Source: an optimization exercise on an open RTL-to-GDS flow (aim: small area). Production flows keep margins and buffers that such runs may drop. Function was checked by simulation only, so behaviour that the tests miss may differ from the original. No activity file was given, so power comes from the tool's default toggle rates.

File: design/flow/design.v
module sur(
    input        CLK,
    input        rst,
    input        EN_sur,
    input        ECHO1,
    input        ECHO2,
    input        ECHO3,
    input        ECHO4,
    input        ECHO5,
    output       TRIG1,
    output       TRIG2,
    output       TRIG3,
    output       TRIG4,
    output       TRIG5,
    output       SG90,
    output [3:0] dig,
    output [6:0] seg,
    output [3:0] dis
);
reg [12:0] tc;
reg        trig;
wire tc_end = ~tc[12] & tc[11] & tc[10] & ~tc[9] & ~tc[7] & tc[4] & ~tc[3] & ~tc[2] & ~tc[1] & ~tc[0];
wire tc_low = ~|tc[12:1];
always @(posedge CLK)
begin
    trig <= ~EN_sur & tc_low;
    if (rst)
        tc <= 0;
    else if (!EN_sur)
        tc <= tc_end ? 13'd0 : {tc[11:0], ~(tc[12] ^ tc[5])};
end
assign TRIG1 = trig;
assign TRIG2 = trig;
assign TRIG3 = trig;
assign TRIG4 = trig;
assign TRIG5 = trig;
localparam [12:0] FC0 = 13'b0011001111010;
reg [12:0] fc;
wire clr = ~fc[11] & ~fc[9] & ~fc[7] & ~fc[5] & fc[4] & ~fc[3] & fc[2] & ~fc[1] & fc[0];
always @(posedge CLK)
    if (rst | clr)
        fc <= FC0;
    else
        fc <= {fc[11:0], ~(fc[12] ^ fc[2])};
localparam [31:0] R_FB = 32'h0072ff8d;    
localparam [31:0] R_CY = 32'h0000aa11;    
wire [4:0] echo = {ECHO5, ECHO4, ECHO3, ECHO2, ECHO1};
reg  [3:0] q [0:4];
reg  [4:0] r [0:4];
reg  [4:0] far;                   
integer i;
always @(posedge CLK)
    for (i = 0; i < 5; i = i + 1)
        if (rst | clr) begin
            q[i]   <= 0;
            r[i]   <= 5'b11111;
            far[i] <= 0;
        end else if (echo[i]) begin
            r[i] <= {r[i][3:0], R_FB[r[i]]};
            if (R_CY[r[i]])
                q[i] <= q[i] + 4'd1;
            if (q[i] == 4'd10 && r[i] == 5'b11111)
                far[i] <= 1'b1;
        end
reg [2:0] min;
reg [3:0] dreg;
wire four = (echo == 5'b11110) | (echo == 5'b11101) | (echo == 5'b11011) |
            (echo == 5'b10111) | (echo == 5'b01111);
wire all_far = &far;
wire [3:0] qsel = ({4{~ECHO1}} & q[0]) | ({4{~ECHO2}} & q[1]) | ({4{~ECHO3}} & q[2]) |
                  ({4{~ECHO4}} & q[3]) | ({4{~ECHO5}} & q[4]);
wire [2:0] nsel = ~ECHO1 ? 3'd1 : ~ECHO2 ? 3'd2 : ~ECHO3 ? 3'd3 : ~ECHO4 ? 3'd4 : 3'd5;
always @(posedge CLK)
    if (rst) begin
        min  <= 0;
        dreg <= 0;
    end else if (four) begin
        min  <= all_far ? 3'd0 : nsel;
        dreg <= all_far ? 4'd0 : qsel;
    end else if (clr)
        min  <= 0;
assign dis = dreg;
localparam [10:0] DC0 = 11'b10001101000;
reg [10:0] dc;
reg        ph;
wire dc_end = dc[9] & dc[7] & dc[6] & dc[5] & dc[4] & dc[3] & dc[2] & dc[1] & dc[0];
always @(posedge CLK)
    if (rst) begin
        dc <= DC0;
        ph <= 0;
    end else if (dc_end) begin
        dc <= DC0;
        ph <= ~ph;
    end else
        dc <= {dc[9:0], ~(dc[10] ^ dc[1])};
wire ce20 = dc_end & ~ph;
reg [2:0] pw;
always @(posedge CLK)
    if (rst)
        pw <= 0;
    else if (ce20)
        pw <= min;
reg [9:0] pc;
reg       sg;
wire pc_end = pc[9] & pc[8] & pc[7] & pc[6] & pc[5] & pc[3];    
reg below;
always @*
    case (pw)
        3'd1: below = pc < 10'd40;
        3'd2: below = pc < 10'd60;
        3'd3: below = pc < 10'd80;
        3'd4: below = pc < 10'd100;
        3'd5: below = pc < 10'd120;
        default: below = 1'b0;
    endcase
always @(posedge CLK)
begin
    if (rst | pc_end)
        pc <= 0;
    else
        pc <= pc + 10'd1;
    if (!pc_end)
        sg <= below;
end
assign SG90 = sg;
reg [3:0] dd;
reg       ph2;
reg [3:0] data;
always @(posedge CLK)
begin
    if (rst) begin
        dd  <= 0;
        ph2 <= 0;
    end else begin
        dd  <= dreg;
        ph2 <= ~ph2;
    end
    data <= ph2 ? {3'd0, dd >= 4'd10} : (dd >= 4'd10 ? dd - 4'd10 : dd);
end
assign dig = {2'b00, ~ph2, ph2};
reg [6:0] sg7;
always @*
    case (data)
        4'd0: sg7 = 7'b1111110;
        4'd1: sg7 = 7'b0110000;
        4'd2: sg7 = 7'b1101101;
        4'd3: sg7 = 7'b1111001;
        4'd4: sg7 = 7'b0110011;
        4'd5: sg7 = 7'b1011011;
        4'd6: sg7 = 7'b1011111;
        4'd7: sg7 = 7'b1110000;
        4'd8: sg7 = 7'b1111111;
        4'd9: sg7 = 7'b1111011;
        default: sg7 = 7'b1111110;
    endcase
assign seg = sg7;
endmodule
File: design/flow/flow/run.sh
#!/bin/bash
# Standard ORFS layout with two changes: ports get the smallest buffer
# (buf_1) and the clock tree uses few clkbuf_8 leaf drivers, no dummy loads.
set -e
cat >> config.mk <<'EOC'
export BUFFER_PORTS_ARGS = -buffer_cell sky130_fd_sc_hd__buf_1
export CTS_ARGS = -sink_clustering_enable -repair_clock_nets -dont_use_dummy_load -buf_list sky130_fd_sc_hd__clkbuf_8 -sink_clustering_size 40 -sink_clustering_max_diameter 200
EOC
bash standard.sh > standard.log 2>&1
File: design/flow/standard.sh
#!/bin/bash
# synth_recipe.tcl (not shown) runs the flow's synth.tcl, then flattens the netlist and writes it again
# the make line also repeats each setting of config.mk as NAME=value (left out here)
make -C /OpenROAD-flow-scripts/flow DESIGN_CONFIG=/design/flow/config.mk WORK_HOME=/design/flow/orfs CLKGATE_MAP_FILE= SYNTH_SCRIPT=/design/flow/synth_recipe.tcl "${@:-finish}"
File: design/flow/config.mk
export PLATFORM = sky130hd
export DESIGN_NAME = sur
export DESIGN_NICKNAME = sur
export VERILOG_FILES = /design/flow/design.v
export SDC_FILE = /design/flow/constraint.sdc
export NUM_CORES = 4
export LEC_CHECK = 0
export CAP_MARGIN = 20
export CORE_MARGIN = 2
export CORE_UTILIZATION = 40
export SLEW_MARGIN = 20
export BUFFER_PORTS_ARGS = -buffer_cell sky130_fd_sc_hd__buf_1
export CTS_ARGS = -sink_clustering_enable -repair_clock_nets -dont_use_dummy_load -buf_list sky130_fd_sc_hd__clkbuf_8 -sink_clustering_size 40 -sink_clustering_max_diameter 200
File: design/flow/constraint.sdc
create_clock -name core_clock -period 25.0 [get_ports {CLK}]
set_input_delay 5.0000 -clock core_clock [delete_from_list [all_inputs] [get_ports {CLK}]]
set_output_delay 5.0000 -clock core_clock [all_outputs]
set_load 0.01 [all_outputs]
==> results_dict.tcl, run 1 <==
set metrics [dict create \
    cts_root_buf "clkbuf_8" \
    post-route-util_pct 44.4 \
    synth_commonest_cells "118 x dfxtp_1, 63 x nor2_1, 37 x nand2_1, 28 x inv_1, 24 x mux2i_1" \
    synth.yosys.warnings 3 \
    hold_class "register to register" \
    rsz0062_at_grt "false" \
    clk_latency_ps 430 \
    antenna_cells 0 \
    totalWireLength_microns 9760 \
    leakagePower_nw 2.20 \
    multiInputGateArea_sq_um 2590 \
    core_area_sq_um 12700 \
    setup-violations-final 0 \
    holdBufCountCts 0 \
    synth_top_area_share_pct 44.9 \
    grt_pass1_wl_microns 16600 \
    power_w 0.000344 \
    cts_max_level 4 \
    start_util_pct 41.3 \
    vdd_drop_max_uv 30.2 \
    finalHoldViolations 0 \
    tritoncts "done" \
    synth_cells 560 \
    grt-ovfl-total 0 \
    routed_via_density 5.09 \
    maxSlewViolCount 0 \
    grt_max_degree 39 \
    first_global_vias 3644 \
    startpoint_type "register" \
    clk_transition_reported_paths_ps 60 \
    netlist_area_sq_um 5260 \
    dp_slack_ps 18220 \
    dieArea_sq_um 14100 \
    grt_use_total_pct 14.5 \
    async_reset_ff_share_pct 0 \
    nNetsFinal 606 \
    io_pins 29 \
    dr.pass1.iters 5 \
    portBuffers 26 \
    ys_ff_latch 119 \
    crit_type "register to primary output" \
    min-delay-start "fc[8]$_SDFF_PP0_" \
    seq_area_frac_synth_pct 45.5 \
    required_ps 20000 \
    synth-edff-count 1 \
    max-clock-path-buffers 2 \
    vias 3819 \
    drive_above_1_share_pct 6.40 \
    globalplace.congestion 0.844 \
    ys.flop_type "dfxtp_1" \
    max_freq_mhz 150 \
    worst_slew_pin_slew_ps 964 \
    period_share_pct 26.6 \
    drt_first_iter_violations 197 \
    maxCapViolCount 0 \
    drc 0 \
    startpoint "data[1]$_SDFF_PP0_" \
    die_w_microns 119 \
    crit_arrival_ps 1660 \
    setup_slack_ps 18340 \
    wl_per_cell_microns 13.0 \
    cts_resized 0 \
    rr_startpoint "fc[2]$_SDFF_PP0_" \
    fillers 1250 \
    worst-path-max-fanout 5 \
    cts_sinks 119 \
    ys_top_cells_by_area "dfxtp_1 45%, mux2i_1 4.6%, nor2_1 4.5%" \
    skew_ps 25.2 \
    die_h_microns 119 \
    regArea_sq_um 2390 \
    yosysMostFrequentCell "dfxtp_1" \
    cts_setup_buffers 0 \
    syn-mean-instance-area_sq_um 9.39 \
    cts_buffers 17 \
    finalCriticalPeriod_ps 6660 \
    tns_ps 0 \
    cp-end-kind "primary output" \
    status "no timing/DRC/antenna violations" \
    fp-row-count 41 \
    areaGrowthSynthToFinish_pct 7.54 \
    yosysTopAreaCell "dfxtp_1" \
    power_density_nw_per_um2 60.8 \
    antenna_found_initial 0 \
    ys_types 60 \
    hpwl_microns 6840 \
    max_slew_margin_pct 35.7 \
    ant_nets 0 \
]
worst max-delay path: stages (launching register included):
cell and delay, ps:
dfxtp_1 350, inv_1 110, ha_1 170, nor2b_1 170
a21oi_1 50, or2_2 270, buf_1 130
stage by stage:
stage / hold slack [ps] / instance area, sq um / std cells
after CTS: 421 / 5650 / 750
after detailed placement: 406 / 5420 / 733
after floorplan: 386 / 5260 / 561
final: 416 / 5650 / 750
after global placement: 392 / 5420 / 733
after global routing: 440 / 5650 / 750
state kept, by name, indices dropped and copies added (netlist names):
signal and flops:
r 25, q 20, fc 13, tc 13, dc 11, pc 10
far 5, data 4, dd 4, dreg 4, min 3, pw 3
ph 1, ph2 1, sg 1, trig 1
path summary, 6_finish.rpt:
| path | endpoint | slack (ps) | cells after the start |
|---|---|---|---|
| worst max register to register | min[0]$_SDFFE_PP0P_ | 23230 | 4 |
| worst max-delay path | seg[6] | 18340 | 6 |
| worst min-delay path | fc[9]$_SDFF_PP1_ | 420 | 1 |
| worst min register to register | fc[9]$_SDFF_PP1_ | 420 | 1 |
cells by family (layout without fill, tap and decap cells):
logic type	Yosys count	in the layout	synth area share, %
flops	119	119	45.5
buf+inv	56	73	5.24
other cells	1	2	0.0713
xor+xnor	23	23	3.83
fa+ha+maj	18	18	4.28
simple gates	214	214	20.9
mux	28	28	5.71
compound gates	101	101	14.4
power breakdown:
part	internal [W]	leakage (nW)	switching (W)
Combinational	0.00000920	1.10	0.0000130
Clock	0.0000594	0.122	0.0000607
Sequential	0.000196	0.976	0.00000563
metal layers:
layer | track usage [%] | routed length (microns)
met5 | 0 | 0
met4 | 6.55 | 181
met3 | 4.97 | 389
met2 | 22.5 | 4320
met1 | 18.3 | 4870
final cells by class:
| cell class | instances | share of cell area (%) |
|---|---|---|
| Inverter | 29 | 2.01 |
| Clock buffer | 17 | 4.14 |
| Tap cell | 172 | 3.81 |
| Multi-Input combinational cell | 386 | 45.9 |
| Sequential cell | 119 | 42.3 |
| Timing Repair Buffer | 27 | 1.86 |
placed cells by master, fill, tap and decap left out, types with 17 or more instances in the layout:
cell type	netlist	final
nand2_1	37	37
and2_1	18	18
inv_1	28	28
ha_1	18	18
buf_1	1	26
dfxtp_1	118	118
a21oi_1	17	17
nor2b_1	17	17
nor2_1	63	63
clkbuf_8	0	17
mux2i_1	24	24
==> run 2, diff against run 1 <==
==> design/flow/run.sh (new file) <==
#!/bin/bash
# synth_recipe.tcl (not shown) runs the flow's synth.tcl, then flattens the netlist and writes it again
# the make line also repeats each setting of config.mk as NAME=value (left out here)
make -C /OpenROAD-flow-scripts/flow DESIGN_CONFIG=/design/flow/config.mk WORK_HOME=/design/flow/orfs CLKGATE_MAP_FILE= SYNTH_SCRIPT=/design/flow/synth_recipe.tcl finish
==> design/flow/config.mk (replaced) <==
export PLATFORM = sky130hd
export DESIGN_NAME = sur
export DESIGN_NICKNAME = sur
export VERILOG_FILES = /design/flow/design.v
export SDC_FILE = /design/flow/constraint.sdc
export NUM_CORES = 4
export LEC_CHECK = 0
export CAP_MARGIN = 20
export CORE_MARGIN = 2
export CORE_UTILIZATION = 40
export CTS_BUF_LIST = sky130_fd_sc_hd__clkbuf_4
export CTS_CLUSTER_DIAMETER = 100
export CTS_CLUSTER_SIZE = 30
export SLEW_MARGIN = 20
removed: design/flow/flow/run.sh
removed: design/flow/standard.sh
==> run 2 against run 1 <==
Effect of this change:
- still clean on timing, DRC and antenna
- die area did not move
- cell area rose by 3.5%
- first-iteration DRC count fell by 11%
- fmax fell by 6.8%
- clock skew fell by 4.8 ps
- clock power rose by 7%
- count of clock-buffer cells in the layout did not move
- critical path depth fell by 1
- synthesized cell count did not move
- area after synthesis did not move
- power rose by 3.1%
- hold slack improved by 14 ps
- critical path type unchanged
- largest cell class unchanged
==> results_dict.tcl, run 2 <==
set metrics [dict create \
    grt_use_total_pct 14.7 \
    routed_via_density 5.01 \
    largest_register_ffs 25 \
    yosysTopAreaCell "dfxtp_1" \
    worstSetupPathDepth 5 \
    wl_per_cell_microns 12.6 \
    die_w_microns 119 \
    crit_end "seg[2]" \
    rrSetupSlack_ps 23270 \
    core_area_sq_um 12700 \
    setup-violations-final 0 \
    synth_commonest_cells "118 x dfxtp_1, 63 x nor2_1, 37 x nand2_1, 28 x inv_1, 24 x mux2i_1" \
    max_slew_margin_pct 38.6 \
    finalHoldViolations 0 \
    power_frac_comb_pct 6.8 \
    async_reset_ff_share_pct 0 \
    maxCapViolCount 0 \
    post-route-util_pct 46.0 \
    seq_power_share_pct 56.7 \
    dr.pass1.iters 5 \
    required_ps 20000 \
    crit_buf_inv 2 \
    start_util_pct 41.3 \
    cts_setup_buffers 0 \
    vias 3834 \
    first_global_vias 3739 \
    vdd_drop_max_uv 42.2 \
    synth_top_area_share_pct 44.9 \
    areaGrowthSynthToFinish_pct 11.3 \
    ys_ff_latch 119 \
    hpwl_microns 6750 \
    layout_commonest_cell "dfxtp_1" \
    drive_above_1_share_pct 8.60 \
    power_density_nw_per_um2 60.6 \
    antenna_cells 0 \
    final_cell_mix "118 x dfxtp_1, 63 x nor2_1, 37 x nand2_1, 28 x inv_1, 26 x clkdlybuf4s50_1" \
    worst-path-max-fanout 5 \
    status "no timing/DRC/antenna violations" \
    globalplace.congestion 0.807 \
    clk_latency_ps 550 \
    rsz0062_at_grt "false" \
    io_pins 29 \
    r2r-end "r[3][3]$_SDFFE_PP1P_" \
    reg2reg_depth 3 \
    cts_sinks 119 \
    grt_pass1_wl_microns 16700 \
    largestRegisters "r: 25 flops, q: 20 flops" \
    syn-mean-instance-area_sq_um 9.39 \
    power_w 0.000355 \
    clk_transition_reported_paths_ps 110 \
    cts_buffers 17 \
    cts_root_buf "clkbuf_4" \
    p_int_w 0.000258 \
    yosysMostFrequentCell "dfxtp_1" \
    fillers 1268 \
    tns_ps 0 \
    worstPathCellList "inv_1, ha_1, nor2b_1, a22oi_1, clkdlybuf4s50_1" \
    hold_class "register to register" \
    totalWireLength_microns 9600 \
    startpoint_type "register" \
    cpLargestDelayFamily "buffers and inverters" \
    leakagePower_nw 2.29 \
    dieArea_sq_um 14100 \
    max-clock-path-buffers 2 \
    drt_first_iter_violations 176 \
    rr_startpoint "fc[2]$_SDFF_PP0_" \
    crit_type "register to primary output" \
    netlist_area_sq_um 5260 \
    drc 0 \
    slowest_stage "clkdlybuf4s50_1" \
    regMostFlops "r" \
    ys_top_cells_by_area "dfxtp_1 45%, mux2i_1 4.6%, nor2_1 4.5%" \
    finalCriticalPeriod_ps 7140 \
    startpoint "data[1]$_SDFF_PP0_" \
    holdBufCountCts 0 \
    cts_max_level 4 \
    die_h_microns 119 \
    grt-ovfl-total 0 \
    maxSlewViolCount 0 \
    crit_arrival_ps 2140 \
    slowest_delay_ps 560 \
    fp-row-count 41 \
    clkPwrFrac_pct 36.5 \
    tritoncts "done" \
    portBuffers 26 \
    synth-edff-count 1 \
    period_share_pct 28.6 \
    max_freq_mhz 140 \
    p_sw_share_pct 27.3 \
    synth.yosys.warnings 3 \
    ys_types 60 \
    cp-end-kind "primary output" \
    cts_resized 0 \
    worst_slew_pin_slew_ps 921 \
    nNetsFinal 606 \
    ant_nets 0 \
    seq_area_frac_synth_pct 45.5 \
    ys.flop_type "dfxtp_1" \
    grt_max_degree 39 \
    synth_cells 560 \
    power.net_switching_w 0.0000969 \
    skew_ps 20.4 \
    antenna_found_initial 0 \
]
-- run 2: cell types whose count changed in the layout (fill, tap and decap cells not counted), sizes merged --
cell / previous run / this run
buf: 27 / 1
clkinvlp: 0 / 2
inv: 29 / 35
clkdlybuf4s50: 0 / 26
bufinv: 0 / 1
clkinv: 0 / 6
-- run 2: worst min path at each step --
stage	start	to	slack, ps	cells past startpoint
floorplan	fc[8]$_SDFF_PP0_	fc[9]$_SDFF_PP1_	390	1
global route	fc[11]$_SDFF_PP0_	fc[12]$_SDFF_PP0_	450	1
detailed placement	fc[8]$_SDFF_PP0_	fc[9]$_SDFF_PP1_	400	1
CTS	fc[8]$_SDFF_PP0_	fc[9]$_SDFF_PP1_	430	1
global placement	fc[8]$_SDFF_PP0_	fc[9]$_SDFF_PP1_	390	1
finish	fc[8]$_SDFF_PP0_	fc[9]$_SDFF_PP1_	430	1
-- run 2: routing by layer --
| metal | vias to the layer above | global-route usage (%) | wire length (microns) |
|---|---|---|---|
| met3 | 13 | 5.74 | 481 |
| met5 | - | 0 | 0 |
| met4 | 0 | 5.80 | 155 |
| li1 | 1991 | - | - |
| met1 | 1758 | 17.5 | 4660 |
| met2 | 72 | 23.7 | 4310 |
-- run 2: power groups by stage --
stage | combinational (W) | sequential [W] | clock [W]
4_1_cts | 0.0000243 | 0.000201 | 0.000135
3_5_place_dp | 0.0000242 | 0.000206 | 0
3_3_place_gp | 0.0000236 | 0.000205 | 0
6_report | 0.0000240 | 0.000201 | 0.000129
2_1_floorplan | 0.0000198 | 0.000204 | 0
5_1_grt | 0.0000270 | 0.000202 | 0.000145
-- run 2: cell type report --
class / instances / area, sq um / share of cell area [%]
clock inverter: 15 / 141 / 2.42
multi-input combinational: 386 / 2590 / 44.3
clock buffer: 17 / 128 / 2.18
timing repair buffer: 27 / 268 / 4.58
tap: 172 / 215 / 3.68
sequential: 119 / 2390 / 40.9
inverter: 29 / 114 / 1.95
-- run 2: kinds of logic after synthesis --
| logic type | synth area share [%] |
|---|---|
| AOI/OAI and AO/OA | 14.4 |
| xor gates and xnor gates | 3.83 |
| adders and majority gates | 4.28 |
| buffers and inverters | 5.24 |
| DFF | 45.5 |
| muxes | 5.71 |
| other | 0.0713 |
| and+or+nand+nor | 20.9 |
-- run 2: through the flow --
stage | setup WS (ps) | cell area (sq um) | hold slack, ps | std cells
after global placement | 17900 | 5580 | 392 | 733
after CTS | 17790 | 5850 | 428 | 765
after floorplan | 18890 | 5260 | 386 | 561
after detailed placement | 17890 | 5580 | 401 | 733
final | 17860 | 5850 | 431 | 765
after global routing | 17630 | 5850 | 453 | 765

[port drivers added, routing unchanged]
In the flow no input, the clock included, has a driving cell. The finished layouts below were timed again as built, in two steps. Step 1: set_driving_cell puts a clkbuf_16 on CLK and a buf_2 on each other input, an assumption about the parent block. Step 2 adds t to the input delays and takes it off the output delays; t is the mean of the earliest and latest rising clock arrival at the registers after step 1. Input paths then give back, and output paths get back, about the clock's delay inside the block. Three values: ideal ports, drivers, drivers and shift; two values: the first two.
| run | t, ns | setup WS [ns] | worst register clock-pin slew, ns | worst slew at a driven data input, ns | cell pins on the clock port's net |
|---|---|---|---|---|---|
| run 1 | 0.450 | 18.341 / 18.308 / 18.230 | 0.08 / 0.08 | 0.03 | 1 |
| run 2 | 0.569 | 17.858 / 17.824 / 17.889 | 0.12 / 0.12 | 0.04 | 1 |
After both steps setup and hold are still met in every run listed. For run 1, which loses most, drivers alone change the setup slack by -0.033 ns; drivers and shift together by -0.111 ns.
